This is an optimization exercise on Yosys and OpenROAD, whose aim is small area and a short achievable clock period, not a production implementation. Function was checked by simulation only, so behaviour that the tests miss may differ from the original. Power is estimated from default activity; no workload was simulated.

==> flow/design.v <==
`timescale 1ns / 1ps
module ctrl(
    input [31:0] instr,
	 output [1:0] NPC_Sel,
	 output NPCOp,
	 output [2:0] CmpOp,
    output [1:0] ExtOp,
	 output ALUASrc,
	 output ALUBSrc,
    output [3:0] ALUOp,
	 output [1:0] BEOp, 
	 output MemWrite,
	 output [1:0] RegDst,
	 output LoadExtOp, 
	 output [1:0] DataSrc,
    output RegWrite,
	 output [3:0] ic,
	 output [5:0] A1,
	 output [5:0] A2,
	 output [5:0] A3,
	 output RI_exp,
	 output iseret,
	 output iscp0,
	 output cp0_we
    );
	wire [31:26] OpCode; 
	wire [25:21] rs; 
	wire [20:16] rt; 
	wire [15:11] rd; 
	wire [10:6] Shamt; 
	wire [5:0] Funct;
	wire [15:0] imm;
	wire [25:0] instr_index;
	assign OpCode = instr[31:26];
	assign rs = instr[25:21];
	assign rt = instr[20:16];
	assign rd = instr[15:11];
	assign Shamt = instr[10:6];
	assign Funct = instr[5:0];
		assign nop = (instr == 32'h0000_0000) ? 1'b1 : 1'b0;
		assign sll = (OpCode == 6'b000000 && rs == 5'b0 && (rt != 5'b0 || rd != 5'b0 || Shamt != 5'b0) && Funct == 6'b000000) ? 1'b1 : 1'b0;
		assign srl = (OpCode == 6'b000000 && rs == 5'b0 && Funct == 6'b000010) ? 1'b1 : 1'b0;
		assign sra = (OpCode == 6'b000000 && rs == 5'b0 && Funct == 6'b000011) ? 1'b1 : 1'b0;
		assign sllv = (OpCode == 6'b000000 && Shamt == 5'b0 && Funct == 6'b000100) ? 1'b1 : 1'b0;
		assign srlv = (OpCode == 6'b000000 && Shamt == 5'b0 && Funct == 6'b000110) ? 1'b1 : 1'b0;
		assign srav = (OpCode == 6'b000000 && Shamt == 5'b0 && Funct == 6'b000111) ? 1'b1 : 1'b0;
		assign jr = (OpCode == 6'b000000 && rt == 5'b0 && rd == 5'b0 && Shamt == 5'b0 && Funct == 6'b001000) ? 1'b1 : 1'b0;
		assign jalr = (OpCode == 6'b000000 && rt == 5'b0 && Shamt == 5'b0 && Funct == 6'b001001) ? 1'b1 : 1'b0;
		assign add = (OpCode == 6'b000000 && Shamt == 5'b0 && Funct == 6'b100000) ? 1'b1 : 1'b0;
		assign addu = (OpCode == 6'b000000 && Shamt == 5'b0 && Funct == 6'b100001) ? 1'b1 : 1'b0;
		assign sub = (OpCode == 6'b000000 && Shamt == 5'b0 && Funct == 6'b100010) ? 1'b1 : 1'b0;
		assign subu = (OpCode == 6'b000000 && Shamt == 5'b0 && Funct == 6'b100011) ? 1'b1 : 1'b0;
		assign is_and = (OpCode == 6'b000000 && Shamt == 5'b0 && Funct == 6'b100100) ? 1'b1 : 1'b0;
		assign is_nor = (OpCode == 6'b000000 && Shamt == 5'b0 && Funct == 6'b100111) ? 1'b1 : 1'b0;
		assign is_or = (OpCode == 6'b000000 && Shamt == 5'b0 && Funct == 6'b100101) ? 1'b1 : 1'b0;
		assign is_xor = (OpCode == 6'b000000 && Shamt == 5'b0 && Funct == 6'b100110) ? 1'b1 : 1'b0;
		assign slt = (OpCode == 6'b000000 && Shamt == 5'b0 && Funct == 6'b101010) ? 1'b1 : 1'b0;
		assign sltu = (OpCode == 6'b000000 && Shamt == 5'b0 && Funct == 6'b101011) ? 1'b1 : 1'b0;
		assign bgez = (OpCode == 6'b000001 && rt == 5'b00001) ? 1'b1 : 1'b0;
		assign bltz = (OpCode == 6'b000001 && rt == 5'b00000) ? 1'b1 : 1'b0;
		assign beq = (OpCode == 6'b000100) ? 1'b1 : 1'b0;
		assign bne = (OpCode == 6'b000101) ? 1'b1 : 1'b0;
		assign blez = (OpCode == 6'b000110 && rt == 5'b00000) ? 1'b1 : 1'b0;
		assign bgtz = (OpCode == 6'b000111 && rt == 5'b00000) ? 1'b1 : 1'b0;
		assign addi = (OpCode == 6'b001000) ? 1'b1 : 1'b0;
		assign addiu = (OpCode == 6'b001001) ? 1'b1 : 1'b0;
		assign slti = (OpCode == 6'b001010) ? 1'b1 : 1'b0;
		assign sltiu = (OpCode == 6'b001011) ? 1'b1 : 1'b0;
		assign andi = (OpCode == 6'b001100) ? 1'b1 : 1'b0;
		assign ori = (OpCode == 6'b001101) ? 1'b1 : 1'b0;
		assign xori = (OpCode == 6'b001110) ? 1'b1 : 1'b0;
		assign lui = (OpCode == 6'b001111 && rs == 5'b0) ? 1'b1 : 1'b0;
		assign lb = (OpCode == 6'b100000) ? 1'b1 : 1'b0;
		assign lh = (OpCode == 6'b100001) ? 1'b1 : 1'b0;
		assign lw = (OpCode == 6'b100011) ? 1'b1 : 1'b0;
		assign lbu = (OpCode == 6'b100100) ? 1'b1 : 1'b0;
		assign lhu = (OpCode == 6'b100101) ? 1'b1 : 1'b0;
		assign sb = (OpCode == 6'b101000) ? 1'b1 : 1'b0;
		assign sh = (OpCode == 6'b101001) ? 1'b1 : 1'b0;
		assign sw = (OpCode == 6'b101011) ? 1'b1 : 1'b0;
		assign j = (OpCode == 6'b000010) ? 1'b1 : 1'b0;
		assign jal = (OpCode == 6'b000011) ? 1'b1 : 1'b0;
		assign mfc0 = (OpCode == 6'b010000 && rs == 5'b0 && Shamt == 5'b0 && Funct == 6'b0) ? 1'b1 : 1'b0;
		assign mtc0 = (OpCode == 6'b010000 && rs == 5'b00100 && Shamt == 5'b0 && Funct == 6'b0) ? 1'b1 : 1'b0;
		assign eret = (instr == 32'h4200_0018) ? 1'b1 : 1'b0;
	assign iseret = eret;
	assign cp0_we = mtc0;
	assign iscp0 = (mfc0 || mtc0) ? 1'b1 : 1'b0;
	assign RI_exp = (ic == 4'b1111) ? 1'b1 : 1'b0;
	assign ic = (add + addu + is_and + is_nor + is_or + sll + sllv + slt + sltu + sra + srav + srl + srlv + sub + subu + is_xor) ? 4'b0001 : 
	            (addi + addiu + andi + lui + ori + slti + sltiu + xori) ? 4'b0010 :
					(lb + lbu + lh + lhu + lw) ? 4'b0011 :
					(sb + sh + sw) ? 4'b0100 :
					(beq + bgez + bgtz + blez + bltz + bne) ? 4'b0101 :
					(j + eret) ? 4'b0110 :
					(jr) ? 4'b0111 :
					(jal) ? 4'b1000 :
					(jalr) ? 4'b1001 :
					(mfc0) ? 4'b1101 :
					(mtc0) ? 4'b1110 :
					(nop) ? 4'b0000 :
					4'b1111;
	assign A1 = (ic == 4'b0101 || (ic == 4'b0010 && ~lui) || (ic == 4'b0001 && ~sll && ~sra && ~srl) || jalr || jr || ic == 4'b0011 || ic == 4'b0100) ? {1'b0, rs} :
					(ic == 4'b1101) ? {1'b1, rd} :
					6'b0;
	assign A2 = (beq || bne || ic == 4'b0001 || ic == 4'b0100 || mtc0) ? {1'b0, rt} :
					6'b0;
	assign A3 = (ic == 4'b0001 || jalr) ? {1'b0, rd} :
					(ic == 4'b0010 || ic == 4'b0011 || mfc0) ? {1'b0, rt} :
					(jal) ? 6'b011111 :
					(mtc0) ? {1'b1, rd} :
					6'b0;
	assign NPC_Sel = (ic == 4'b0000 || ic == 4'b0010 || ic == 4'b0001 || ic == 4'b0011 || mfc0 || mtc0 || ic == 4'b0100) ? 2'b00 :
	                 (j + jal) ? 2'b01 :
						  (ic == 4'b0101) ? 2'b10 :
						  (jr + jalr) ? 2'b11 :
						  2'b00;
	assign NPCOp = (j + jal) ? 1'b1 :
	               (ic == 4'b0101) ? 1'b0 :
						1'b0;
	assign CmpOp = (beq) ? 3'b000 :
						(bgez) ? 3'b001 :
						(bgtz) ? 3'b010 :
						(blez) ? 3'b011 :
						(bltz) ? 3'b100 :
						(bne) ? 3'b101 :
						3'b000;
	assign ExtOp = (andi + xori + ori) ? 2'b00 :
	               (addi || addiu || slti || sltiu || ic == 4'b0011 || ic == 4'b0100) ? 2'b01 :
						(lui) ? 2'b10 :
						2'b11; 
	assign ALUASrc = (ic == 4'b0010 || (ic == 4'b0001 && ~sll && ~sra && ~srl) || ic == 4'b0011 || ic == 4'b0100) ? 1'b0 :
							(sll + sra + srl) ? 1'b1 :
							1'b0;
	assign ALUBSrc = (ic == 4'b0001) ? 1'b0 :
	                (ic == 4'b0010 || ic == 4'b0011 || ic == 4'b0100) ? 1'b1 :
						 1'b0;
	assign ALUOp = ((addi + addiu + add + addu) || ic == 4'b0011 || ic == 4'b0100) ? 4'b0001 :
	               (sub + subu) ? 4'b0010 :
						(andi + is_and) ? 4'b0011 : 
						(lui + ori + is_or) ? 4'b0100 :
						(is_nor) ? 4'b0101 :
						(xori + is_xor) ? 4'b0110 :
						(slti + slt) ? 4'b0111 :
						(sltiu + sltu) ? 4'b1000 :
						(sll + sllv) ? 4'b1001 :
						(sra + srav) ? 4'b1010 :
						(srl + srlv) ? 4'b1011 :
						4'b1111;
	assign BEOp = (lb + lbu + sb) ? 2'b00 :
						(lh + lhu + sh) ? 2'b01 :
						(lw + sw + mfc0) ? 2'b10 :
						2'b11; 
	assign MemWrite = (ic == 4'b0100) ? 1'b1 : 1'b0;
	assign RegDst = (ic == 4'b0001 || jalr) ? 2'b00 :
	                (ic == 4'b0010 || ic == 4'b0011 || mfc0) ? 2'b01 :
						 (jal) ? 2'b10 :
						 2'b11;
	assign LoadExtOp = (lb + lh) ? 1'b0 :
								(lbu + lhu) ? 1'b1 : 
								1'b0;
	assign DataSrc = (ic == 4'b0001 || ic == 4'b0010) ? 2'b00 :
	                 (ic == 4'b0011 || mfc0) ? 2'b01 :
						  (jalr + jal) ? 2'b10 :
						  2'b11;
	assign RegWrite = (ic == 4'b0010 || ic == 4'b0001 || ic == 4'b0011 || jal || jalr || mfc0) ? 1'b1 : 1'b0;
endmodule
`timescale 1ns / 1ps
module MUX_RF_A3(
    input [4:0] A3,
    input [4:0] A2,
    input [1:0] RegDst,
    output [4:0] RegDstOut
    );
	assign RegDstOut = (RegDst == 2'b00) ? A3 :
					(RegDst == 2'b01) ? A2 :
					(RegDst == 2'b10) ? 5'b11111 :
					5'b00000;
endmodule
module MUX_ALU_A(
    input [31:0] Rd1,
	 input [31:0] Shamt,
	 input ALUSrc,
	 output [31:0] ALUSrcOut
	 );
	assign ALUSrcOut = (ALUSrc == 1'b1) ? Shamt : Rd1;
endmodule
module MUX_ALU_B(
    input [31:0] Rd2,
	 input [31:0] Ext,
	 input ALUSrc,
	 output [31:0] ALUSrcOut
	 );
	assign ALUSrcOut = (ALUSrc == 1'b1) ? Ext : Rd2;
endmodule
module MUX_RF_WD(
    input [31:0] C,
	 input [31:0] Dout,
	 input [31:0] PC,
	 input [1:0] DataSrc,
	 output [31:0] DataSrcOut
	 );
	assign DataSrcOut = (DataSrc == 2'b00) ? C :
								(DataSrc == 2'b01) ? Dout : 
								(DataSrc == 2'b10) ? PC :
								32'h17230008;
endmodule
module MUX_PC(
	 input [31:0] add4,
	 input [31:0] NPC,
	 input [31:0] mf,
	 input [1:0] NPC_Sel,
	 input Branch,
	 output [31:0] MUX_PC_OUT
	 );
	assign MUX_PC_OUT = (NPC_Sel == 2'b00) ? add4 :
								(NPC_Sel == 2'b01) ? NPC :
								(NPC_Sel == 2'b10) ? ((Branch == 1'b1) ? NPC : add4) :
								(NPC_Sel == 2'b11) ? mf :
								32'h17230009;
endmodule
`timescale 1ns / 1ps
module mf(
    input [31:0] PC4E,
    input [31:0] AO,
    input [31:0] PC4M,
    input [31:0] Wd,
    input [31:0] Rd,
    input [2:0] Forward_Sel,
    output [31:0] MF_OUT
    );
	assign MF_OUT = (Forward_Sel == 3'b100) ? (PC4E+4) : 
	                (Forward_Sel == 3'b011) ? AO : 
						 (Forward_Sel == 3'b010) ? (PC4M+4) : 
						 (Forward_Sel == 3'b001) ? Wd : 
						 (Forward_Sel == 3'b000) ? Rd : 
						 32'h17230007; 
endmodule
`timescale 1ns / 1ps
module alu(
    input [31:0] A,
    input [31:0] B,
    input [3:0] ALUOp,
    output reg [31:0] C,
    output N,
    output Z,
    output reg V,
    output reg Carry
    );
	assign N = C[31];
	assign Z = ~(|C);
	reg CS;
	integer i;
	always @(*) begin
		case (ALUOp)
			4'b0000: begin
				C = 32'b0;
				CS = 0;
				V = 0;
				Carry = 0;
			end
			4'b0001: begin
				{CS, C[30:0]} = A[30:0] + B[30:0];
				{Carry, C[31]} = A[31] + B[31] + CS;
				V = CS ^ Carry;
			end
			4'b0010: begin
				{CS, C[30:0]} = A[30:0] - B[30:0];
				{Carry, C[31]} = A[31] - B[31] - CS;
				V = CS ^ Carry;
			end
			4'b0011: begin
				C = A & B;
				CS = 0;
				V = 0;
				Carry = 0;
			end
			4'b0100: begin
				C = A | B;
				CS = 0;
				V = 0;
				Carry = 0;
			end
			4'b0101: begin
				C = ~(A|B);
				CS = 0;
				V = 0;
				Carry = 0;
			end
			4'b0110: begin
				C = A ^ B;
				CS = 0;
				V = 0;
				Carry = 0;
			end
			4'b0111: begin
				C = ($signed(A)<$signed(B)) ? 32'b1 : 32'b0;
				CS = 0;
				V = 0;
				Carry = 0;
			end
			4'b1000: begin
				C = ($unsigned(A)<$unsigned(B)) ? 32'b1 : 32'b0;
				CS = 0;
				V = 0;
				Carry = 0;
			end
			4'b1001: begin
				C = B << A[4:0];
				CS = 0;
				V = 0;
				Carry = 0;
			end
			4'b1010: begin
				C = $signed(B) >>> A[4:0];
				CS = 0;
				V = 0;
				Carry = 0;
			end
			4'b1011: begin
				C = B >> A[4:0];
				CS = 0;
				V = 0;
				Carry = 0;
			end
			4'b1100: begin
				C = 32'h17230100;
				CS = 0;
				V = 0;
				Carry = 0;
			end
			4'b1101: begin
				C = 32'h17230101;
				CS = 0;
				V = 0;
				Carry = 0;
			end
			4'b1110: begin
				C = 32'h17230110;
				CS = 0;
				V = 0;
				Carry = 0;
			end
			4'b1111: begin
				C = 32'h17230010;
				CS = 0;
				V = 0;
				Carry = 0;
			end
		endcase
	end
endmodule
`timescale 1ns / 1ps
module be(
    input [1:0] Addr,
    input [1:0] BEOp,
    output reg [3:0] Be
    );
	always @(*) begin
		case (BEOp)
			2'b00: begin
				Be = (Addr[1:0] == 2'b00) ? 4'b0001 :
						(Addr[1:0] == 2'b01) ? 4'b0010 :
						(Addr[1:0] == 2'b10) ? 4'b0100 :
						(Addr[1:0] == 2'b11) ? 4'b1000 :
						4'b0000;
			end
			2'b01: begin
				Be = (Addr[1] == 1'b0) ? 4'b0011 : 
						(Addr[1] == 1'b1) ? 4'b1100 :
						4'b0000;
			end
			2'b10: begin
				Be = 4'b1111;
			end
			2'b11: begin
				Be = 4'b0000;
			end
		endcase
	end
endmodule
`timescale 1ns / 1ps
module cmp(
    input [31:0] Rd1,
    input [31:0] Rd2,
    input [2:0] CmpOp,
    output Branch
    );
	assign Branch = ((CmpOp == 3'b000 && Rd1 == Rd2) || 
							(CmpOp == 3'b001 && $signed(Rd1) >= 0) || 
							(CmpOp == 3'b010 && $signed(Rd1) > 0) ||
							(CmpOp == 3'b011 && $signed(Rd1) <= 0) || 
							(CmpOp == 3'b100 && $signed(Rd1) < 0) || 
							(CmpOp == 3'b101 && Rd1 != Rd2)) ? 1'b1 : 1'b0;
endmodule
`timescale 1ns / 1ps
module ext(
    input [1:0] ExtOp,
    input [15:0] Imm,
    output [31:0] Ext
    );
	assign Ext = (ExtOp == 2'b00) ? {16'b0, Imm} :
						(ExtOp == 2'b01) ? {{16{Imm[15]}}, Imm} :
						(ExtOp == 2'b10) ? {Imm, 16'b0} :
						32'h17230006;
endmodule
`timescale 1ns / 1ps
module npc(
    input [31:0] PC4,
    input [25:0] I26,
    input NPCOp,
    output [31:0] NPC
    );
	assign NPC = (NPCOp == 1'b1) ? {PC4[31:28], I26[25:0], 2'b00} :
						(NPCOp == 1'b0) ? PC4 + {{14{I26[15]}}, I26[15:0], 2'b00} :
						32'h17230003;
endmodule
`timescale 1ns / 1ps
module grf(
    input [4:0] A1,
    input [4:0] A2,
    input [4:0] A3,
    input [31:0] Wd,
    input We,
    input Clk,
    input Reset,
    output [31:0] Rd1,
    output [31:0] Rd2
    );
	reg [31:0] generalRegister[31:1];
	integer i;
	assign Rd1 = (A1 != 5'b0) ? generalRegister[A1] : 32'b0;
	assign Rd2 = (A2 != 5'b0) ? generalRegister[A2] : 32'b0;
	always @(posedge Clk) begin
		if (Reset) begin
			for(i=1; i<32; i=i+1) begin
				generalRegister[i] <= 0;
			end
		end else begin
			if (We == 1 && A3 != 0) begin
				generalRegister[A3] <= Wd;
			end
		end
	end
endmodule
`timescale 1ns / 1ps
module LoadExt(
    input [31:0] Dr,
    input [1:0] Addr,
    input [1:0] BEOp,
    input LoadExtOp,
    output reg [31:0] Ext
    );
	always @(*) begin
		case (BEOp) 
			2'b00: begin
				case (Addr)
					2'b00: Ext = (LoadExtOp == 1'b0) ? {{24{Dr[7]}}, Dr[7:0]} : {24'b0, Dr[7:0]};
					2'b01: Ext = (LoadExtOp == 1'b0) ? {{24{Dr[15]}}, Dr[15:8]} : {24'b0, Dr[15:8]};
					2'b10: Ext = (LoadExtOp == 1'b0) ? {{24{Dr[23]}}, Dr[23:16]} : {24'b0, Dr[23:16]};
					2'b11: Ext = (LoadExtOp == 1'b0) ? {{24{Dr[31]}}, Dr[31:24]} : {24'b0, Dr[31:24]};
				endcase
			end
			2'b01: begin
				case (Addr[1])
					1'b0: Ext = (LoadExtOp == 1'b0) ? {{16{Dr[15]}}, Dr[15:0]} : {16'b0, Dr[15:0]};
					1'b1: Ext = (LoadExtOp == 1'b0) ? {{16{Dr[31]}}, Dr[31:16]} : {16'b0, Dr[31:16]};
				endcase
			end
			2'b10: begin
				Ext = Dr;
			end
			2'b11: begin
				Ext = 32'b0;
			end
		endcase
	end
endmodule
`timescale 1ns / 1ps
module pc(
    input [31:0] NPC,
    input Clk,
    input Reset,
    input En,
    output reg [31:0] PC
    );
	always @(posedge Clk) begin
		if (Reset) begin
			PC <= 32'h0000_3000;
		end else begin
			if (En) begin
				PC <= NPC;
			end
		end
	end
endmodule
`timescale 1ns / 1ps
module expF(
    input [31:0] PC,
    output [6:2] ExcCodeF
    );
	assign addr_overflow = ~($unsigned(PC) >= 32'h0000_3000 && $unsigned(PC) < 32'h0000_5000);
	assign ExcCodeF = (PC[1:0] != 2'b00 || addr_overflow) ? 5'b00100 :
								5'b11111;
endmodule
`timescale 1ns / 1ps
module expD(
    input [6:2] ExcCodeF,
    input [31:0] IRD,
    output [6:2] ExcCodeE
    );
	wire RI_exp;
	assign ExcCodeE = (ExcCodeF != 5'b11111) ? ExcCodeF :
								(RI_exp) ? 5'b01010 :
								5'b11111;
	ctrl riD (
    .instr(IRD),
    .RI_exp(RI_exp)
    );
endmodule
`timescale 1ns / 1ps
module expE(
    input [6:2] ExcCodeE,
    input V,
    input [31:0] IRE,
    output [6:2] ExcCodeM
    );
	wire cal_ov;
	assign cal_ov = ((IRE[31:26] == 6'b000000 && IRE[10:6] == 5'b0 && IRE[5:0] == 6'b100000) ||
							(IRE[31:26] == 6'b000000 && IRE[10:6] == 5'b0 && IRE[5:0] == 6'b100010) || 
							(IRE[31:26] == 6'b001000)) ? 1'b1 : 1'b0;
	wire [3:0] ic;
	assign ExcCodeM = (ExcCodeE != 5'b11111) ? ExcCodeE :
								(V && ic == 4'b0011) ? 5'b00100 :
								(V && ic == 4'b0100) ? 5'b00101 :
								(V && cal_ov) ? 5'b01100 :
								5'b11111;
	ctrl atE (
    .instr(IRE), 
    .ic(ic)
    );
endmodule
`timescale 1ns / 1ps
module expM(
    input [6:2] ExcCodeM,
    input [31:0] AOM,
    input [31:0] IRM,
	 input [3:0] Be,
    output [6:2] ExcCode
    );
	wire [3:0] ic;
	assign addr_overflow = ~(($unsigned(AOM) >= 32'h0000_0000 && $unsigned(AOM) < 32'h0000_2000) || 
											($unsigned(AOM) >= 32'h0000_7f00 && $unsigned(AOM) < 32'h0000_7f0c && Be == 4'b1111) || 
											($unsigned(AOM) >= 32'h0000_7f10 && $unsigned(AOM) < 32'h0000_7f2c && Be == 4'b1111) ||
											($unsigned(AOM) >= 32'h0000_7f2c && $unsigned(AOM) < 32'h0000_7f34 && Be == 4'b1111) ||
											($unsigned(AOM) >= 32'h0000_7f34 && $unsigned(AOM) < 32'h0000_7f38 && Be == 4'b1111) ||
											($unsigned(AOM) >= 32'h0000_7f38 && $unsigned(AOM) < 32'h0000_7f40) ||
											($unsigned(AOM) >= 32'h0000_7f40 && $unsigned(AOM) < 32'h0000_7f44 && Be == 4'b1111));
	assign addr_overflow_load = addr_overflow && ic == 4'b0011;
	assign addr_overflow_store = (addr_overflow || AOM == 32'h00007f08) && ic == 4'b0100;
	assign ExcCode = (ExcCodeM != 5'b11111) ? ExcCodeM :
								(addr_overflow_load) ? 5'b00100 :
								(addr_overflow_store) ? 5'b00101 : 
								5'b11111;
	ctrl atM (
    .instr(IRM), 
    .ic(ic)
    );
endmodule
`timescale 1ns / 1ps
module cp0(
    input [4:0] Addr,
    input [31:0] Din,
    input [31:0] PC4M,
    input [31:0] IRW,
    input [6:2] ExcCodeM,
    input [15:10] HWInt,
    input We,
	 input EXLSet,
    input EXLClr,
    input Clk,
    input Reset,
    output IntReq,
    output [31:0] ePC,
	 output exl,
    output [31:0] Dout
    );
	reg [7:2] IM;
	reg EXL, IE;
	assign exl = EXL;
	reg BD;
	reg [7:2] IP;
	reg [6:2] ExcCode;
	reg [31:2] EPC;
	assign ePC = {EPC, 2'b00};
	assign Dout = ({1'b1, Addr} == 6'b101100) ? {16'b0, IM[7:2], 8'b0, EXL, IE} :
						({1'b1, Addr} == 6'b101101) ? {BD, 15'b0, IP[7:2], 3'b0, ExcCode[6:2], 2'b0} :
						({1'b1, Addr} == 6'b101110) ? {EPC, 2'b00} :
						({1'b1, Addr} == 6'b101111) ? 32'h1723_1173 :
						32'h17230005;
	wire [3:0] ic;
	assign IntReq = (|(HWInt & IM) && IE && ~EXL) ? 1'b1 : 1'b0;
	integer i;
	wire BD_next;
	assign BD_next = ((ic == 4'b0101) || (ic == 4'b0110 && IRW != 32'h4200_0018) || ic == 4'b0111 || ic == 4'b1000 || ic == 4'b1001) ? 1'b1 : 1'b0;
	always @(posedge Clk) begin
		if (Reset) begin
			IM <= 6'b0;
			EXL <= 1'b0;
			IE <= 1'b0;
			BD <= 1'b0;
			IP <= 6'b0;
			ExcCode <= 5'b11111;
			EPC <= 1'b0;
		end else begin
			if (~EXL)
				IP <= HWInt;
			if (EXLSet || IntReq) begin
				EXL <= 1'b1;
				BD <= BD_next;
				ExcCode <= ExcCodeM;
				EPC <= ((BD_next) ? PC4M - 8 : PC4M - 4) >> 2;
			end else if (EXLClr) begin
				EXL <= 1'b0;
			end else if (We) begin
				case ({1'b1, Addr})
					6'b101100: begin
						IM <= Din[15:10];
						{EXL, IE} <= {Din[1:0]};
					end
					6'b101110: EPC <= Din >> 2;
				endcase
			end
		end
	end
	ctrl atCP0 (
    .instr(IRW), 
    .ic(ic)
    );
endmodule
`timescale 1ns / 1ps
module exception(
    input Clk,
    input Reset,
	 input [31:0] IRM,
	 input [31:0] D2write,
	 input [31:0] PC4M,
	 input [31:0] IRW,
	 input [6:2] ExcCode,
	 input [7:2] HWInt,
	 output EXLSet, 
	 output [31:0] EPC,
	 output [31:0] Dread
    );
	wire EXL, iseret, cp0_we, IntReq;
	assign EXLSet = ((~EXL && ExcCode != 5'b11111) || IntReq) ? 1'b1 : 1'b0;
	wire [6:2] ExcCode_int;
	assign ExcCode_int = (IntReq) ? 5'b0 : ExcCode;
	cp0 CP0 (
    .Addr(IRM[15:11]), 
    .Din(D2write), 
    .PC4M(PC4M), 
    .IRW(IRW), 
    .ExcCodeM(ExcCode_int), 
    .HWInt(HWInt), 
    .We(cp0_we), 
    .EXLSet(EXLSet), 
    .EXLClr(iseret), 
    .Clk(Clk), 
    .Reset(Reset), 
    .IntReq(IntReq), 
    .ePC(EPC), 
	 .exl(EXL),
    .Dout(Dread)
    );
	ctrl controllerExp (
    .instr(IRM),
    .iseret(iseret), 
    .cp0_we(cp0_we)
    );
endmodule
`timescale 1ns / 1ps
module F(
    input [31:0] NPC,
    input [1:0] NPC_Sel,
	 input Branch,
	 input [31:0] MF_RS_D_OUT,
    input Clk,
    input Reset,
    input StallF,
    input StallD,
    output reg [31:0] IRD,
    output reg [31:0] PC4D,
	 input exp_in,
	 input iseretD,
	 input [31:0] EPC,
	 output reg [6:2] ExcCodeF,
	 output [31:0] IMAddr,
	 input [31:0] IMRD
    );
	wire [31:0] PCF_OUT, Instr, PC4, MUX_PC_OUT, NPC_exp;
	wire [6:2] ExcCode;
	assign PC4 = PCF_OUT + 4;
	assign NPC_exp = (exp_in) ? 32'h0000_4180 :
								(iseretD) ? EPC :
								MUX_PC_OUT;
	always @(posedge Clk) begin
		if (Reset || exp_in) begin
			IRD <= 32'b0;
			PC4D <= 32'b0;
			ExcCodeF <= 5'b11111;
		end else if (iseretD && ~StallD) begin
			IRD <= 32'b0;
			PC4D <= EPC + 4;
			ExcCodeF <= 5'b11111;
		end else if (~StallD) begin
			IRD <= (ExcCode == 5'b00100) ? 32'h8c001723 : Instr;
			PC4D <= PC4;
			ExcCodeF <= ExcCode;
		end
	end
	expF EXPF (
    .PC(PCF_OUT), 
    .ExcCodeF(ExcCode)
    );
	pc PCF (
    .NPC(NPC_exp), 
    .Clk(Clk), 
    .Reset(Reset), 
    .En(exp_in || ~StallF), 
    .PC(PCF_OUT)
    );
	assign IMAddr = PCF_OUT;
	assign Instr = IMRD;
	MUX_PC mux_pc_F (
    .add4(PC4), 
    .NPC(NPC), 
    .mf(MF_RS_D_OUT), 
    .NPC_Sel(NPC_Sel), 
    .Branch(Branch), 
    .MUX_PC_OUT(MUX_PC_OUT)
    );
endmodule
`timescale 1ns / 1ps
module D(
    input [31:0] IRD,
    input [31:0] PC4D,
    input Clk,
    input Reset,
    input FlushE,
    input [2:0] Forward_RS_D_Sel,
    input [2:0] Forward_RT_D_Sel,
    input [31:0] PC4fromE,
    input [31:0] AO,
    input [31:0] PC4fromM,
    input [31:0] MUX_RF_WD_OUT,
    output Branch,
    output [1:0] NPC_Sel,
    output [31:0] NPC,
	 output [31:0] MF_RS_D_OUT,
    output reg [31:0] IRE,
    output reg [31:0] PC4E,
    output reg [31:0] RSE,
    output reg [31:0] RTE,
    output reg [31:0] EXTE,
    input [4:0] MUX_RF_A3_OUT,
    input We,
	 input exp_in,
	 input [6:2] ExcCodeF,
	 output iseretD,
	 output reg [6:2] ExcCodeE
    );
	wire [31:0] Rd1, Rd2, Ext, MF_RT_D_OUT;
	wire [2:0] CmpOp;
	wire [1:0] ExtOp;
	wire NPCOp;
	wire [6:2] ExcCode;
	always @(posedge Clk) begin
		if (Reset || exp_in) begin
			IRE <= 32'b0;
			PC4E <= 32'b0;
			RSE <= 32'b0;
			RTE <= 32'b0;
			EXTE <= 32'b0;
			ExcCodeE <= 5'b11111;
		end else if (FlushE) begin
			IRE <= 32'b0;
			PC4E <= PC4D;
			RSE <= 32'b0;
			RTE <= 32'b0;
			EXTE <= 32'b0;
			ExcCodeE <= 5'b11111;
		end else begin
			IRE <= IRD;
			PC4E <= PC4D;
			RSE <= MF_RS_D_OUT;
			RTE <= MF_RT_D_OUT;
			EXTE <= Ext;
			ExcCodeE <= ExcCode;
		end
	end
	expD EXPD (
    .ExcCodeF(ExcCodeF), 
    .IRD(IRD), 
    .ExcCodeE(ExcCode)
    );
	ctrl controllerD (
    .instr(IRD),
    .NPC_Sel(NPC_Sel), 
	 .NPCOp(NPCOp),
	 .CmpOp(CmpOp),
    .ExtOp(ExtOp),
	 .iseret(iseretD)
    );
	grf GRFD (
    .A1(IRD[25:21]), 
    .A2(IRD[20:16]), 
    .A3(MUX_RF_A3_OUT), 
    .Wd(MUX_RF_WD_OUT), 
    .We(We), 
    .Clk(Clk), 
    .Reset(Reset), 
    .Rd1(Rd1), 
    .Rd2(Rd2)
    );
	cmp CMPD (
    .Rd1(MF_RS_D_OUT), 
    .Rd2(MF_RT_D_OUT), 
    .CmpOp(CmpOp), 
    .Branch(Branch)
    );
	npc NPCD (
    .PC4(PC4D), 
    .I26(IRD[25:0]), 
    .NPCOp(NPCOp), 
    .NPC(NPC)
    );
	ext EXTD (
    .ExtOp(ExtOp), 
    .Imm(IRD[15:0]), 
    .Ext(Ext)
    );
	mf MF_RS_D (
    .PC4E(PC4fromE), 
    .AO(AO), 
    .PC4M(PC4fromM), 
    .Wd(MUX_RF_WD_OUT), 
    .Rd(Rd1), 
    .Forward_Sel(Forward_RS_D_Sel), 
    .MF_OUT(MF_RS_D_OUT)
    );
	mf MF_RT_D (
    .PC4E(PC4fromE), 
    .AO(AO), 
    .PC4M(PC4fromM), 
    .Wd(MUX_RF_WD_OUT), 
    .Rd(Rd2), 
    .Forward_Sel(Forward_RT_D_Sel), 
    .MF_OUT(MF_RT_D_OUT)
    );
endmodule
`timescale 1ns / 1ps
module E(
    input [31:0] IRE,
    input [31:0] PC4E,
    input [31:0] RSE,
    input [31:0] RTE,
    input [31:0] EXTE,
    input Clk,
    input Reset,
    output reg [31:0] IRM,
    output reg [31:0] PC4M,
    output reg [31:0] AOM,
    output reg [31:0] RTM,
    input [2:0] Forward_RS_E_Sel,
    input [2:0] Forward_RT_E_Sel,
    input [31:0] AO,
    input [31:0] PC4fromM,
    input [31:0] MUX_RF_WD_OUT,
	 input exp_in,
	 input [6:2] ExcCodeE,
	 output reg [6:2] ExcCodeM
    );
	wire [31:0] ALUASrcOut, ALUBSrcOut, C, MF_RS_E_OUT, MF_RT_E_OUT;
	wire [3:0] ALUOp;
	wire ALUASrc, ALUBSrc, N, Z, V, Carry;
	wire [6:2] ExcCode;
	always @(posedge Clk) begin
		if (Reset || exp_in) begin
			IRM <= 32'b0;
			PC4M <= 32'b0;
			AOM <= 32'b0;
			RTM <= 32'b0;
			ExcCodeM <= 5'b11111;
		end else begin
			IRM <= IRE;
			PC4M <= PC4E;
			AOM <= C;
			RTM <= MF_RT_E_OUT;
			ExcCodeM <= ExcCode;
		end
	end
	expE EXPE (
    .ExcCodeE(ExcCodeE), 
    .V(V), 
    .IRE(IRE), 
    .ExcCodeM(ExcCode)
    );
	ctrl controllerE (
    .instr(IRE),
    .ALUASrc(ALUASrc),
	 .ALUBSrc(ALUBSrc),
    .ALUOp(ALUOp)
    );
	alu ALUE (
    .A(ALUASrcOut), 
    .B(ALUBSrcOut), 
    .ALUOp(ALUOp), 
    .C(C), 
    .N(N), 
    .Z(Z), 
    .V(V), 
    .Carry(Carry)
    );
	MUX_ALU_A mux_alu_a_E (
    .Rd1(MF_RS_E_OUT), 
    .Shamt({27'b0, IRE[10:6]}), 
    .ALUSrc(ALUASrc), 
    .ALUSrcOut(ALUASrcOut)
    );
	MUX_ALU_B mux_alu_b_E (
    .Rd2(MF_RT_E_OUT), 
    .Ext(EXTE), 
    .ALUSrc(ALUBSrc), 
    .ALUSrcOut(ALUBSrcOut)
    );
	mf MF_RS_E (
    .AO(AO), 
    .PC4M(PC4fromM), 
    .Wd(MUX_RF_WD_OUT), 
    .Rd(RSE), 
    .Forward_Sel(Forward_RS_E_Sel), 
    .MF_OUT(MF_RS_E_OUT)
    );
	mf MF_RT_E (
    .AO(AO), 
    .PC4M(PC4fromM), 
    .Wd(MUX_RF_WD_OUT), 
    .Rd(RTE), 
    .Forward_Sel(Forward_RT_E_Sel), 
    .MF_OUT(MF_RT_E_OUT)
    );
endmodule
`timescale 1ns / 1ps
module M(
    input [31:0] IRM,
    input [31:0] PC4M,
    input [31:0] AOM,
    input [31:0] RTM,
    input Clk,
    input Reset,
    output reg [31:0] IRW,
    output reg [31:0] PC4W,
    output reg [31:0] AOW,
    output reg [31:0] DRW,
    input [2:0] Forward_RT_M_Sel,
    input [31:0] MUX_RF_WD_OUT,
	 output [31:0] D2write,
	 input [31:0] Dread_exp,
	 input exp_in,
	 input [6:2] ExcCodeM,
	 output [6:2] ExcCode,
	 output [3:0] Be,
	 input [31:0] PrRD,
	 output [31:2] PrAddr,
	 output [31:0] PrWD,
	 output PrWe,
	 input [31:0] DMRD
    );
	wire [31:0] MF_RT_M_OUT, Dout;
	wire [1:0] BEOp;
	wire MemWrite;
	wire iscp0;
	assign D2write = MF_RT_M_OUT;
	assign PrAddr = AOM[31:2];
	assign PrWD = MF_RT_M_OUT;
	assign PrWe = MemWrite;
	always @(posedge Clk) begin
		if (Reset || exp_in) begin
			IRW <= 32'b0;
			PC4W <= 32'b0;
			AOW <= 32'b0;
			DRW <= 32'b0;
		end else begin
			IRW <= IRM;
			PC4W <= PC4M;
			AOW <= AOM;
			DRW <= (iscp0) ? Dread_exp : 
						($unsigned(AOM) >= 32'h0000_0000 && $unsigned(AOM) < 32'h0000_2000) ? Dout :
						($unsigned(AOM) >= 32'h0000_7f00 && $unsigned(AOM) < 32'h0000_7f44) ? PrRD :
						32'h17230011;
		end
	end
	expM EXPM (
    .ExcCodeM(ExcCodeM), 
    .AOM(AOM), 
    .IRM(IRM), 
	 .Be(Be),
    .ExcCode(ExcCode)
    );
	ctrl controllerM (
    .instr(IRM),
    .MemWrite(MemWrite), 
	 .BEOp(BEOp), 
	 .iscp0(iscp0)
    );
	be BE (
    .Addr(AOM[1:0]), 
    .BEOp(BEOp), 
    .Be(Be)
    );
	assign Dout = DMRD;
	mf MF_RT_M (
    .Wd(MUX_RF_WD_OUT), 
    .Rd(RTM), 
    .Forward_Sel(Forward_RT_M_Sel), 
    .MF_OUT(MF_RT_M_OUT)
    );
endmodule
`timescale 1ns / 1ps
module W(
    input [31:0] IRW,
    input [31:0] PC4W,
    input [31:0] AOW,
    input [31:0] DRW,
    output [4:0] MUX_RF_A3_OUT,
    output [31:0] MUX_RF_WD_OUT,
	 output RegWrite
    );
	wire [31:0] load_ext_out;
	wire [1:0] RegDst, DataSrc, BEOp;
	wire LoadExtOp;
	ctrl contorllerW (
    .instr(IRW),
	 .BEOp(BEOp),
	 .LoadExtOp(LoadExtOp),
    .RegDst(RegDst), 
    .DataSrc(DataSrc), 
    .RegWrite(RegWrite)
    );
	MUX_RF_A3 mux_rf_a3_W (
    .A3(IRW[15:11]), 
    .A2(IRW[20:16]), 
    .RegDst(RegDst), 
    .RegDstOut(MUX_RF_A3_OUT)
    );
	LoadExt load_ext (
    .Dr(DRW), 
    .Addr(AOW[1:0]), 
    .BEOp(BEOp), 
    .LoadExtOp(LoadExtOp), 
    .Ext(load_ext_out)
    );
	MUX_RF_WD mux_rf_wd_W (
    .C(AOW), 
    .Dout(load_ext_out), 
    .PC(PC4W+4), 
    .DataSrc(DataSrc), 
    .DataSrcOut(MUX_RF_WD_OUT)
    );
endmodule
`timescale 1ns / 1ps
module datapath(
    input StallF,
    input StallD,
    input FlushE,
    input [2:0] Forward_RS_D_Sel,
    input [2:0] Forward_RT_D_Sel,
    input [2:0] Forward_RS_E_Sel,
    input [2:0] Forward_RT_E_Sel,
    input [2:0] Forward_RT_M_Sel,
    input Clk,
    input Reset,
    output [31:0] IRD,
	 input [7:2] HWInt,
	 output [3:0] Be,
	 input [31:0] PrRD,
	 output [31:2] PrAddr,
	 output [31:0] PrWD,
	 output PrWe,
	 output [31:0] IMAddr,
	 input [31:0] IMRD,
	 input [31:0] DMRD
    );
	wire EXLSet, iseretD, cp0_we;
	wire [6:2] ExcCodeF, ExcCodeE, ExcCodeM, ExcCode;
	wire [31:0] EPC, D2write, Dread_exp;
	wire RegWrite, PrWeDM;
	assign PrWe = (PrWeDM && ~EXLSet) ? 1'b1 : 1'b0;
	wire [31:0] PC4D;
	wire [31:0] IRE, PC4E, RSE, RTE, EXTE;
	wire [31:0] IRM, PC4M, AOM, RTM;
	wire [31:0] IRW, PC4W, AOW, DRW;
	wire [31:0] NPC, MF_RS_D_OUT, MUX_RF_WD_OUT;
	wire [4:0] MUX_RF_A3_OUT;
	wire [1:0] NPC_Sel;
	wire Branch;
	wire [31:0] MF_EPC_OUT;
	assign MF_EPC_OUT = (IRD == 32'h4200_0018 && IRM[31:26] == 6'b010000 && IRM[25:21] == 5'b00100 && {1'b1, IRM[15:11]} == 6'b101110) ?
								D2write : EPC; 
	exception EXP (
    .Clk(Clk), 
    .Reset(Reset), 
    .IRM(IRM), 
    .D2write(D2write), 
    .PC4M(PC4M), 
    .IRW(IRW), 
    .ExcCode(ExcCode), 
    .HWInt(HWInt), 
    .EXLSet(EXLSet), 
    .EPC(EPC), 
    .Dread(Dread_exp)
    );
	F f (
    .NPC(NPC), 
    .NPC_Sel(NPC_Sel), 
    .Branch(Branch), 
	 .MF_RS_D_OUT(MF_RS_D_OUT),
    .Clk(Clk), 
    .Reset(Reset), 
    .StallF(StallF), 
    .StallD(StallD), 
    .IRD(IRD), 
    .PC4D(PC4D),
	 .exp_in(EXLSet),
	 .iseretD(iseretD),
	 .EPC(MF_EPC_OUT),
	 .ExcCodeF(ExcCodeF),
	 .IMAddr(IMAddr),
	 .IMRD(IMRD)
    );
	D d (
    .IRD(IRD), 
    .PC4D(PC4D), 
    .Clk(Clk), 
    .Reset(Reset), 
    .FlushE(FlushE), 
    .Forward_RS_D_Sel(Forward_RS_D_Sel), 
    .Forward_RT_D_Sel(Forward_RT_D_Sel), 
    .PC4fromE(PC4E), 
    .AO(AOM), 
    .PC4fromM(PC4M), 
    .MUX_RF_WD_OUT(MUX_RF_WD_OUT), 
    .Branch(Branch), 
    .NPC_Sel(NPC_Sel), 
    .NPC(NPC), 
	 .MF_RS_D_OUT(MF_RS_D_OUT),
    .IRE(IRE), 
    .PC4E(PC4E), 
    .RSE(RSE), 
    .RTE(RTE), 
    .EXTE(EXTE), 
    .MUX_RF_A3_OUT(MUX_RF_A3_OUT), 
    .We(RegWrite),
	 .exp_in(EXLSet),
	 .ExcCodeF(ExcCodeF),
	 .iseretD(iseretD),
	 .ExcCodeE(ExcCodeE)
    );
	E e (
    .IRE(IRE), 
    .PC4E(PC4E), 
    .RSE(RSE), 
    .RTE(RTE), 
    .EXTE(EXTE), 
    .Clk(Clk), 
    .Reset(Reset), 
    .IRM(IRM), 
    .PC4M(PC4M), 
    .AOM(AOM), 
    .RTM(RTM), 
    .Forward_RS_E_Sel(Forward_RS_E_Sel), 
    .Forward_RT_E_Sel(Forward_RT_E_Sel), 
    .AO(AOM), 
    .PC4fromM(PC4M), 
    .MUX_RF_WD_OUT(MUX_RF_WD_OUT),
	 .exp_in(EXLSet),
	 .ExcCodeE(ExcCodeE),
	 .ExcCodeM(ExcCodeM)
    );
	M m (
    .IRM(IRM), 
    .PC4M(PC4M), 
    .AOM(AOM), 
    .RTM(RTM), 
    .Clk(Clk), 
    .Reset(Reset), 
    .IRW(IRW), 
    .PC4W(PC4W), 
    .AOW(AOW), 
    .DRW(DRW), 
    .Forward_RT_M_Sel(Forward_RT_M_Sel), 
    .MUX_RF_WD_OUT(MUX_RF_WD_OUT),
	 .D2write(D2write),
	 .Dread_exp(Dread_exp),
	 .exp_in(EXLSet),
	 .ExcCodeM(ExcCodeM),
	 .ExcCode(ExcCode),
	 .Be(Be),
	 .PrRD(PrRD),
	 .PrAddr(PrAddr),
	 .PrWD(PrWD),
	 .PrWe(PrWeDM),
	 .DMRD(DMRD)
    );
	W w (
    .IRW(IRW), 
    .PC4W(PC4W), 
    .AOW(AOW), 
    .DRW(DRW), 
    .MUX_RF_A3_OUT(MUX_RF_A3_OUT), 
    .MUX_RF_WD_OUT(MUX_RF_WD_OUT), 
    .RegWrite(RegWrite)
    );
endmodule
`timescale 1ns / 1ps
module hazard(
    input [31:0] Instr,
    input Clk,
    input Reset,
    output stall,
    output [2:0] Forward_RS_D_Sel,
    output [2:0] Forward_RT_D_Sel,
    output [2:0] Forward_RS_E_Sel,
    output [2:0] Forward_RT_E_Sel,
    output [2:0] Forward_RT_M_Sel
    );
	wire [5:0] A1D, A2D, A3D;
	wire [3:0] icD;
	reg [5:0] A1E, A2E, A3E, A1M, A2M, A3M, A3W;
	reg [3:0] icE, icM, icW;
	wire stall_E, stall_M, stall_E_cal_r, stall_E_cal_i, stall_E_load, stall_M_load;
	assign stall = stall_E || stall_M || 
							(Instr == 32'h4200_0018 && icE == 4'b1110 && A3E == 6'b101110);  
		assign stall_E = (A3E != 6'b0 && (
							  (icE == 4'b0001 && stall_E_cal_r) || 
							  (icE == 4'b0010 && stall_E_cal_i) || 
							  (icE == 4'b0011 && stall_E_load) ||
							  (icE == 4'b1101 && stall_E_cp0_load)));
			assign stall_E_cal_r = ((icD == 4'b0101 && 
												((A1D != 6'b0 && A1D == A3E) || (A2D != 6'b0 && A2D == A3E))) || 
										  (icD == 4'b0111 && 
												A1D != 6'b0 && A1D == A3E) || 
										  (icD == 4'b1001 && 
												A1D != 6'b0 && A1D == A3E));
			assign stall_E_cal_i = stall_E_cal_r;
			assign stall_E_load = ((icD == 4'b0101 && 
												((A1D != 6'b0 && A1D == A3E) || (A2D != 6'b0 && A2D == A3E))) ||
										 (icD == 4'b0001 && 
												((A1D != 6'b0 && A1D == A3E) || (A2D != 6'b0 && A2D == A3E))) ||
										 (icD == 4'b0010 && 
												A1D != 6'b0 && A1D == A3E) ||
										 (icD == 4'b0011 && 
												A1D != 6'b0 && A1D == A3E) ||
										 (icD == 4'b0100 && 
												A1D != 6'b0 && A1D == A3E) ||
										 (icD == 4'b0111 && 
												A1D != 6'b0 && A1D == A3E) || 
										 (icD == 4'b1001 && 
												A1D != 6'b0 && A1D == A3E));
			assign stall_E_cp0_load = stall_E_load;
		assign stall_M = (A3M != 6'b0 && (
								(icM == 4'b0011 && stall_M_load) ||
								(icM == 4'b1101 && stall_M_cp0_load)));
			assign stall_M_load = ((icD == 4'b0101 && 
												(A1D != 6'b0 && A1D == A3M || A2D != 6'b0 && A2D == A3M)) || 
										 (icD == 4'b0111 && 
												A1D != 6'b0 && A1D == A3M) || 
										 (icD == 4'b1001 && 
												A1D != 6'b0 && A1D == A3M));
			assign stall_M_cp0_load = stall_M_load;
	assign Forward_RS_D_Sel = ((A1D != 6'b0 && A3E != 6'b0 && A1D == A3E && 
												(icE == 4'b1000 || icE == 4'b1001)) ? 3'b100 :
										(A1D != 6'b0 && A3M != 6'b0 && A1D == A3M && 
												(icM == 4'b0001 || icM == 4'b0010)) ? 3'b011 :
										(A1D != 6'b0 && A3M != 6'b0 && A1D == A3M && 
												(icM == 4'b1000 || icM == 4'b1001)) ? 3'b010 :
										(A1D != 6'b0 && A3W != 6'b0 && A1D == A3W && 
												(icW == 4'b0001 || icW == 4'b0010 || icW == 4'b0011 || icW == 4'b1000 || icW == 4'b1001 || icW == 4'b1101)) ? 3'b001 :
										3'b000);
	assign Forward_RT_D_Sel = ((A2D != 6'b0 && A3E != 6'b0 && A2D == A3E && 
												(icE == 4'b1000 || icE == 4'b1001)) ? 3'b100 :
										(A2D != 6'b0 && A3M != 6'b0 && A2D == A3M && 
												(icM == 4'b0001 || icM == 4'b0010)) ? 3'b011 :
										(A2D != 6'b0 && A3M != 6'b0 && A2D == A3M && 
												(icM == 4'b1000 || icM == 4'b1001)) ? 3'b010 :
										(A2D != 6'b0 && A3W != 6'b0 && A2D == A3W && 
												(icW == 4'b0001 || icW == 4'b0010 || icW == 4'b0011 || icW == 4'b1000 || icW == 4'b1001 || icW == 4'b1101)) ? 3'b001 :
										3'b000);
	assign Forward_RS_E_Sel = ((A1E != 6'b0 && A3M != 6'b0 && A1E == A3M && 
												(icM == 4'b0001 || icM == 4'b0010)) ? 3'b011 :
										(A1E != 6'b0 && A3M != 6'b0 && A1E == A3M && 
												(icM == 4'b1000 || icM == 4'b1001)) ? 3'b010 :
										(A1E != 6'b0 && A3W != 6'b0 && A1E == A3W && 
												(icW == 4'b0001 || icW == 4'b0010 || icW == 4'b0011 || icW == 4'b1000 || icW == 4'b1001 || icW == 4'b1101)) ? 3'b001 :
										3'b000);
	assign Forward_RT_E_Sel = ((A2E != 6'b0 && A3M != 6'b0 && A2E == A3M && 
												(icM == 4'b0001 || icM == 4'b0010)) ? 3'b011 :
										(A2E != 6'b0 && A3M != 6'b0 && A2E == A3M && 
												(icM == 4'b1000 || icM == 4'b1001)) ? 3'b010 :
										(A2E != 6'b0 && A3W != 6'b0 && A2E == A3W && 
												(icW == 4'b0001 || icW == 4'b0010 || icW == 4'b0011 || icW == 4'b1000 || icW == 4'b1001 || icW == 4'b1101)) ? 3'b001 :
										3'b000);
	assign Forward_RT_M_Sel = ((A2M != 6'b0 && A3W != 6'b0 && A2M == A3W && 
												(icW == 4'b0001 || icW == 4'b0010 || icW == 4'b0011 || icW == 4'b1000 || icW == 4'b1001 || icW == 4'b1101)) ? 3'b001 :
										3'b000);
	always @(posedge Clk) begin
		if (Reset) begin
			A1E <= 6'b0; A2E <= 6'b0; A3E <= 6'b0; 
			A1M <= 6'b0; A2M <= 6'b0; A3M <= 6'b0; 
			A3W <= 6'b0; 
			icE <= 4'b0; icM <= 4'b0; icW <= 4'b0;
		end else if (stall) begin
			A1E <= 6'b0; A2E <= 6'b0; A3E <= 6'b0; 
			A1M <= A1E; A2M <= A2E; A3M <= A3E; 
			A3W <= A3M; 
			icE <= icD; icM <= icE; icW <= icM;
		end else begin
			A1E <= A1D; A2E <= A2D; A3E <= A3D; 
			A1M <= A1E; A2M <= A2E; A3M <= A3E; 
			A3W <= A3M; 
			icE <= icD; icM <= icE; icW <= icM;
		end
	end
	ctrl at (
    .instr(Instr), 
    .A1(A1D), 
    .A2(A2D), 
    .A3(A3D), 
    .ic(icD)
    );
endmodule
`timescale 1ns / 1ps
module cpu(
    input Clk,
    input Reset,
	 input [7:2] HWInt,
	 output [3:0] Be,
	 input [31:0] PrRD,
	 output [31:2] PrAddr,
	 output [31:0] PrWD,
	 output PrWe,
	 output [31:0] IMAddr,
	 input [31:0] IMRD,
	 input [31:0] DMRD
    );
	wire Stall;
	wire [2:0] Forward_RS_D_Sel, Forward_RT_D_Sel, Forward_RS_E_Sel, Forward_RT_E_Sel, Forward_RT_M_Sel;
	wire [31:0] Instr;
	datapath pipeline_dp (
    .StallF(Stall), 
    .StallD(Stall), 
    .FlushE(Stall), 
    .Forward_RS_D_Sel(Forward_RS_D_Sel), 
    .Forward_RT_D_Sel(Forward_RT_D_Sel), 
    .Forward_RS_E_Sel(Forward_RS_E_Sel), 
    .Forward_RT_E_Sel(Forward_RT_E_Sel), 
    .Forward_RT_M_Sel(Forward_RT_M_Sel), 
    .Clk(Clk), 
    .Reset(Reset), 
    .IRD(Instr),
	 .HWInt(HWInt),
	 .Be(Be),
	 .PrRD(PrRD),
	 .PrAddr(PrAddr),
	 .PrWD(PrWD),
	 .PrWe(PrWe),
	 .IMAddr(IMAddr),
	 .IMRD(IMRD),
	 .DMRD(DMRD)
    );
	hazard pipeline_hzd (
    .Instr(Instr), 
    .Clk(Clk), 
    .Reset(Reset), 
    .stall(Stall), 
    .Forward_RS_D_Sel(Forward_RS_D_Sel), 
    .Forward_RT_D_Sel(Forward_RT_D_Sel), 
    .Forward_RS_E_Sel(Forward_RS_E_Sel), 
    .Forward_RT_E_Sel(Forward_RT_E_Sel), 
    .Forward_RT_M_Sel(Forward_RT_M_Sel)
    );
endmodule
==> flow/run.sh <==
#!/bin/bash
# synth_recipe.tcl (not shown) runs the flow's synth.tcl, then flattens the netlist and writes it again
# the make line also repeats each setting of config.mk as NAME=value (left out here)
make -C /OpenROAD-flow-scripts/flow DESIGN_CONFIG=/design/flow/config.mk WORK_HOME=/design/flow/orfs CLKGATE_MAP_FILE= SYNTH_SCRIPT=/design/flow/synth_recipe.tcl finish
==> flow/config.mk <==
export PLATFORM = sky130hd
export DESIGN_NAME = cpu
export DESIGN_NICKNAME = cpu
export VERILOG_FILES = /design/flow/design.v
export SDC_FILE = /design/flow/constraint.sdc
export NUM_CORES = 4
export LEC_CHECK = 0
export CAP_MARGIN = 20
export CORE_MARGIN = 2
export CORE_UTILIZATION = 40
export SLEW_MARGIN = 20
==> flow/constraint.sdc <==
create_clock -name core_clock -period 10.0 [get_ports {Clk}]
set_input_delay 2.0000 -clock core_clock [delete_from_list [all_inputs] [get_ports {Clk}]]
set_output_delay 2.0000 -clock core_clock [all_outputs]
set_load 0.01 [all_outputs]
==> impl_metrics.toml, run 1 <==
[run_status]
status = "timing/DRC/antenna clean"

[timing]
fin_ws_ns = 0.429
finalSetupTns_ns = 0
period_share_pct = 95.7
fmax_mhz = 104
final.setup_skew_ns = 0.0736
worstMarginPinSlew_ns = 1.25
period_needed_ns = 9.57
hold_viol = 0
relSlewSlack_pct = 15.8
rsz0062_at_grt = "false"
final-setup-viol-count = 0
slew_violations = 0

[critical_path]
crit_top_cell = "buf_4"
slowest_delay_ns = 0.65
arrival_ns = 10.27
startpoint_type = "flop"
worst-setup-path-type = "reg2reg"
end_kind = "flop"
cp.required_ns = 10.70
slowest_stage = "or4_1"
critPathMaxFanout = 35

[logic_synthesis]
ys_warn_count = 223
ys.flop_type = "edfxtp_1"
ys_seq_area_share_pct = 44.8
ys_ff_latch = 1651
ys_types = 118
netlist_area_mm2 = 0.0967
synthArstFlopShare_pct = 0
syn_avg_cell_area_um2 = 10.3
synth_edf_count = 1024
synth_cells = 9348

[power]
pwr-share-clk_pct = 20.9
switching_share_pct = 48.2
p_switching_w = 0.0168
intPower_w = 0.0180
seq_power_share_pct = 25.6
powerDensity_mw_per_mm2 = 315
vdd_drop_max_v = 0.000346
leakagePower_nw = 39.0
pwr-share-comb_pct = 53.6
total_power_w = 0.0347

[final_layout]
final_common_cell = "nor2_1"
top_register = "pipeline_dp.d.GRFD.generalRegister"
final_cell_mix = "1702 x nor2_1, 1024 x edfxtp_1, 642 x mux4_2, 624 x nand2_1, 614 x dfxtp_1"
drive_above_1_share_pct = 17.6
layout.nets = 9644
largest_reg_flops = 1024
area_delta_synth_final_pct = 14.2

[global_route]
gr-total-overflow = 0
grt_pass1_vias = 80800
grt_pass1_wl_mm = 646
antenna_found_initial = 59
grt_usage_pct = 37.6
grt_max_degree = 154

[routing]
route.detailed.wl_per_inst_um = 37.0
ant_nets = 0
routed_wl_mm = 473
route.detailed.drc = 0
dr.pass1.iters = 8
vias = 84600
vias_per_cell = 6.62
drt_iter0_drc = 12600

[die]
fp.dieH_um = 496
ioPinCount = 203
placementRows = 180
dieArea_mm2 = 0.246
start_util_pct = 40.2
dieWidth_um = 496
core-area_mm2 = 0.241

[min_path]
hold_class = "reg2reg"

[clock_tree]
cts.sink_count = 1651
cts-buffers-inserted = 188
clkLatencyLatePin_ns = 0.91
cts_root_buf = "clkbuf_16"
cts_tree = "done"
htree_levels = 4
path_clk_slew_ns = 0.06
clock_path_buffers = 3

[placement]
hpwl_mm = 341
place_congestion = 1.07
post-place-ws_ns = 0.326
numPortBuffers = 202

[run]
cap_violations = 0
==> worst max-delay path, delay by kind of cell (launching register included) <==
family / cells / cell delay, ns
simple gates: 9 / 1.85
fa+ha+maj: 2 / 0.93
buf+inv: 6 / 1.45
flops: 1 / 0.31
compound gates: 21 / 4.83
==> through the flow <==
| step | instances | area (µm²) | hold WS (ns) | utilization, % |
|---|---|---|---|---|
| after global routing | 12700 | 110000 | 0.470 | 45.9 |
| after global placement | 12400 | 104000 | 0.438 | 43.1 |
| after floorplan | 9379 | 96800 | 0.393 | - |
| after detailed placement | 12400 | 104000 | 0.446 | 43.2 |
| after CTS | 12700 | 110000 | 0.459 | 45.8 |
| final | 12800 | 110000 | 0.455 | 45.9 |
==> power by group through the flow <==
stage	combinational (W)	clock, W	sequential, W
after floorplan	0.0106	0	0.00835
after detailed placement	0.0178	0	0.00896
final	0.0186	0.00725	0.00888
after CTS	0.0179	0.00728	0.00882
after global placement	0.0178	0	0.00894
after global routing	0.0191	0.00753	0.00889
==> area by class of cell <==
| type | instances | area [µm²] |
|---|---|---|
| antenna | 36 | 90.1 |
| clock buffer | 227 | 5010 |
| clock inverter | 117 | 1360 |
| fill | 22400 | 130000 |
| inverter | 228 | 856 |
| multi-input combinational | 6672 | 50100 |
| sequential | 1651 | 43300 |
| tap | 3185 | 3990 |
| timing repair buffer | 657 | 5640 |
==> cells by family (layout without fill, tap and decap cells) <==
group	count (synthesis)	after routing	synth area share [%]
compound gates	1778	1778	12.1
xor+xnor	257	257	2.33
fa+ha+maj	142	142	1.88
buf+inv	1056	1229	4.29
flops	1651	1651	44.8
mux	911	911	17.8
other cells	1	68	0.00388
simple gates	3552	3552	16.8
==> synth_stat cells (all sizes together), types with 201 or more instances <==
| cell type | count | area [µm²] |
|---|---|---|
| nor2 | 1711 | 6440 |
| edfxtp | 1024 | 30700 |
| clkbuf | 664 | 2490 |
| nand2 | 658 | 2480 |
| mux4 | 642 | 14500 |
| dfxtp | 627 | 12600 |
| a21oi | 448 | 2250 |
| o21ai | 426 | 2140 |
| and2 | 234 | 1460 |
| inv | 227 | 852 |
| mux2i | 217 | 2180 |
| nand3 | 201 | 1030 |
==> worst paths after layout <==
kind / start / to / slack, ns / depth (start not counted)
worst max-delay path: pipeline_dp.m.IRW[20]$_SDFF_PP0_ / pipeline_dp.e.AOM[0]$_SDFF_PP0_ / 0.43 / 38
worst min-delay path: pipeline_dp.d.IRE[19]$_SDFF_PP0_ / pipeline_dp.e.IRM[19]$_SDFF_PP0_ / 0.45 / 1
worst max register to register: pipeline_dp.m.IRW[20]$_SDFF_PP0_ / pipeline_dp.e.AOM[0]$_SDFF_PP0_ / 0.43 / 38
worst min register to register: pipeline_dp.d.IRE[19]$_SDFF_PP0_ / pipeline_dp.e.IRM[19]$_SDFF_PP0_ / 0.45 / 1
==> metal layers <==
metal  track usage [%]  part of all wire, %
met4              25.1                  8.0
met5                 0                0.074
met2              59.1                   45
met1              45.2                   36
met3              10.2                   11
==> timing repair <==
action | 4_1_cts | 5_1_grt
setup buffers | 0 | 4
hold buffers | 0 | 0
setup endpoints to repair | 0 | 5
resized for setup | 0 | 6
==> run 2: changes to the inputs <==
--- a/flow/config.mk
+++ b/flow/config.mk
@@ -8,4 +8,5 @@
 export CAP_MARGIN = 20
 export CORE_MARGIN = 2
 export CORE_UTILIZATION = 40
+export SETUP_SLACK_MARGIN = 4
 export SLEW_MARGIN = 20
==> impl_metrics.toml, run 2 <==
[run_status]
status = "timing/DRC/antenna clean"

[timing]
period_share_pct = 80.1
fmax_mhz = 125
period_needed_ns = 8.01
final.setup_skew_ns = 0.0919
relSlewSlack_pct = 6.57
slew_violations = 0
hold_viol = 0
finalSetupTns_ns = 0
worstMarginPinSlew_ns = 1.39
final-setup-viol-count = 0
rsz0062_at_grt = "true"

[logic_synthesis]
synth_edf_count = 1024
synth-xor-area-share_pct = 2.33
synth_area_leaders = "edfxtp_1 32%, mux4_2 15%, dfxtp_1 13%"
synth_cells = 9348
ys.flop_type = "edfxtp_1"
ys_warn_count = 223
netlist_area_mm2 = 0.0967
synthTopCellsByCount = "1706 x nor2_1, 1024 x edfxtp_1, 664 x clkbuf_1, 656 x nand2_1, 642 x mux4_2"
ys_seq_area_share_pct = 44.8
muxShareOfSynthArea_pct = 17.8
synthAdderAreaFrac_pct = 1.88
synth_area_leader_cell = "edfxtp_1"
ys_ff_latch = 1651
synth_top_area_share_pct = 31.8
synthSimpleGateAreaFrac_pct = 16.8
synth_most_common_cell = "nor2_1"
ys_types = 118
synth_compound_area_share_pct = 12.1
syn_avg_cell_area_um2 = 10.3
synthArstFlopShare_pct = 0
synth_top_family_by_area = "multiplexers"

[global_route]
antenna_found_initial = 57
grt_usage_pct = 39.5
gr-total-overflow = 0
grt_pass1_vias = 81900
grt_pass1_wl_mm = 675
grt_max_degree = 178

[final_layout]
final_common_cell = "nor2_1"
fin_util_pct = 49.1
drive_above_1_share_pct = 25.1
fin_area_mm2 = 0.118
top_register = "pipeline_dp.d.GRFD.generalRegister"
largest_reg_flops = 1024
layout.nets = 10100
area_delta_synth_final_pct = 22.1
final_cell_mix = "1678 x nor2_1, 1024 x edfxtp_1, 673 x buf_4, 642 x mux4_2, 604 x nand2_1"

[min_path]
hold_class = "reg2reg"

[critical_path]
slowest_stage = "or4_4"
arrival_ns = 8.77
crit_top_cell = "buf_4"
cp.required_ns = 10.76
critPathMaxFanout = 35
end_kind = "flop"
slowest_delay_ns = 0.54
startpoint_type = "flop"
worst-setup-path-type = "reg2reg"

[clock_tree]
htree_levels = 4
path_clk_slew_ns = 0.06
cts_root_buf = "clkbuf_16"
clkLatencyLatePin_ns = 0.93
cts-buffers-inserted = 190
clock_path_buffers = 3
cts_tree = "done"
ctsHoldBuffers = 0
cts.sink_count = 1651

[run]
cap_violations = 0

[routing]
ant_nets = 0
route.detailed.drc = 0
vias = 88000
dr.pass1.iters = 27
vias_per_cell = 6.66
drt_iter0_drc = 13600
routed_wl_mm = 505
route.detailed.wl_per_inst_um = 38.2

[power]
vdd_drop_max_v = 0.000267
powerDensity_mw_per_mm2 = 330
leakagePower_nw = 42.6

[placement]
numPortBuffers = 202
placed_area_mm2 = 0.104
place_congestion = 1.09
hpwl_mm = 343

[die]
core-area_mm2 = 0.241
dieWidth_um = 496
dieArea_mm2 = 0.246
placementRows = 180
start_util_pct = 40.2
ioPinCount = 203
fp.dieH_um = 496
-- run 2: cell counts after synthesis --
No cell type changed its count.
-- run 2: cell type report --
class | count | area [µm²]
fillers | 21900 | 122000
multi-input cells | 6676 | 52900
flip-flops and latches | 1651 | 43400
repair buffers | 1071 | 10500
clock buffers | 249 | 5230
well taps | 3185 | 3990
clock inverters | 96 | 1040
inverters | 228 | 872
diodes | 56 | 140
-- run 2: path summary, 6_finish.rpt --
path                                    startpoint                              end  slack, ns  cells past startpoint
setup / recovery  pipeline_dp.m.IRW[15]$_SDFF_PP0_  pipeline_dp.e.AOM[0]$_SDFF_PP0_       1.99                     31
setup reg to reg  pipeline_dp.m.IRW[15]$_SDFF_PP0_  pipeline_dp.e.AOM[0]$_SDFF_PP0_       1.99                     31
hold reg to reg    pipeline_dp.e.IRM[8]$_SDFF_PP0_  pipeline_dp.m.IRW[8]$_SDFF_PP0_       0.46                      1
hold / removal     pipeline_dp.e.IRM[8]$_SDFF_PP0_  pipeline_dp.m.IRW[8]$_SDFF_PP0_       0.46                      1
-- run 2: stage by stage --
stage / hold WS [ns] / std cells / power [W] / setup WS [ns]
after detailed placement: 0.446 / 12400 / 0.0268 / 1.03
final: 0.455 / 13200 / 0.0389 / 1.99
after floorplan: 0.393 / 9379 / 0.0193 / 2.55
after global routing: 0.474 / 13200 / 0.0397 / 1.75
after global placement: 0.439 / 12400 / 0.0268 / 1.00
after CTS: 0.458 / 13000 / 0.0364 / 2.04
-- run 2: logic make-up (layout without fill, tap and decap cells) --
family          Yosys count  in the layout
compound gates         1778           1779
flops                  1651           1651
mux                     911            911
fa+ha+maj               142            142
other cells               1             88
simple gates           3552           3555
xor+xnor                257            257
buf+inv                1056           1644
-- run 2: repair_timing --
action / CTS / global route
setup endpoints to repair: 600 / 298
pin swaps: 150 / 150
resized for setup: 514 / 364
setup buffers: 245 / 167
cloned: 19 / 19
-- run 2: worst max-delay path, delay by kind of cell (launching register included) --
kind / cells / cell delay (ns)
DFF: 1 / 0.32
buffers and inverters: 5 / 1.02
and+or+nand+nor: 8 / 1.74
adders and majority gates: 2 / 0.76
AOI/OAI and AO/OA: 16 / 3.98
-- run 2: per-layer routing --
metal | global-route usage (%) | vias up | wire [µm]
li1 | - | 35600 | -
met1 | 49.9 | 44100 | 183000
met2 | 60.0 | 6659 | 223000
met3 | 10.4 | 1565 | 59800
met4 | 25.8 | 18 | 39300
met5 | 0 | - | 146
-- run 2: power breakdown --
| group | switching [W] | internal (W) | leakage (nW) |
|---|---|---|---|
| combinational | 0.0143 | 0.00856 | 23.9 |
| clock | 0.00316 | 0.00394 | 3.04 |
| sequential | 0.00100 | 0.00790 | 15.7 |

-- what the ideal ports hide --
The flow's constraints put no driver on any port. The routed layouts listed below were extracted and timed again, unchanged, in two steps. Step 1: set_driving_cell puts a clkbuf_16 on Clk and a buf_2 on each other input, an assumption about the parent block. Step 2 times the ports against the registers' clock, not the clock port: input delays grow and output delays shrink by t, the midpoint of the rising clock arrivals with the driver on. Slacks: ideal ports / drivers / drivers and shift; pairs: ideal ports / drivers.
run	t (ns)	setup WS [ns]	worst slew at a driven data input, ns
run 1	0.966	0.429 / 0.429 / 0.429	0.04
run 2	0.965	1.989 / 1.989 / 1.989	0.21
After both steps setup and hold are still met in every run listed.
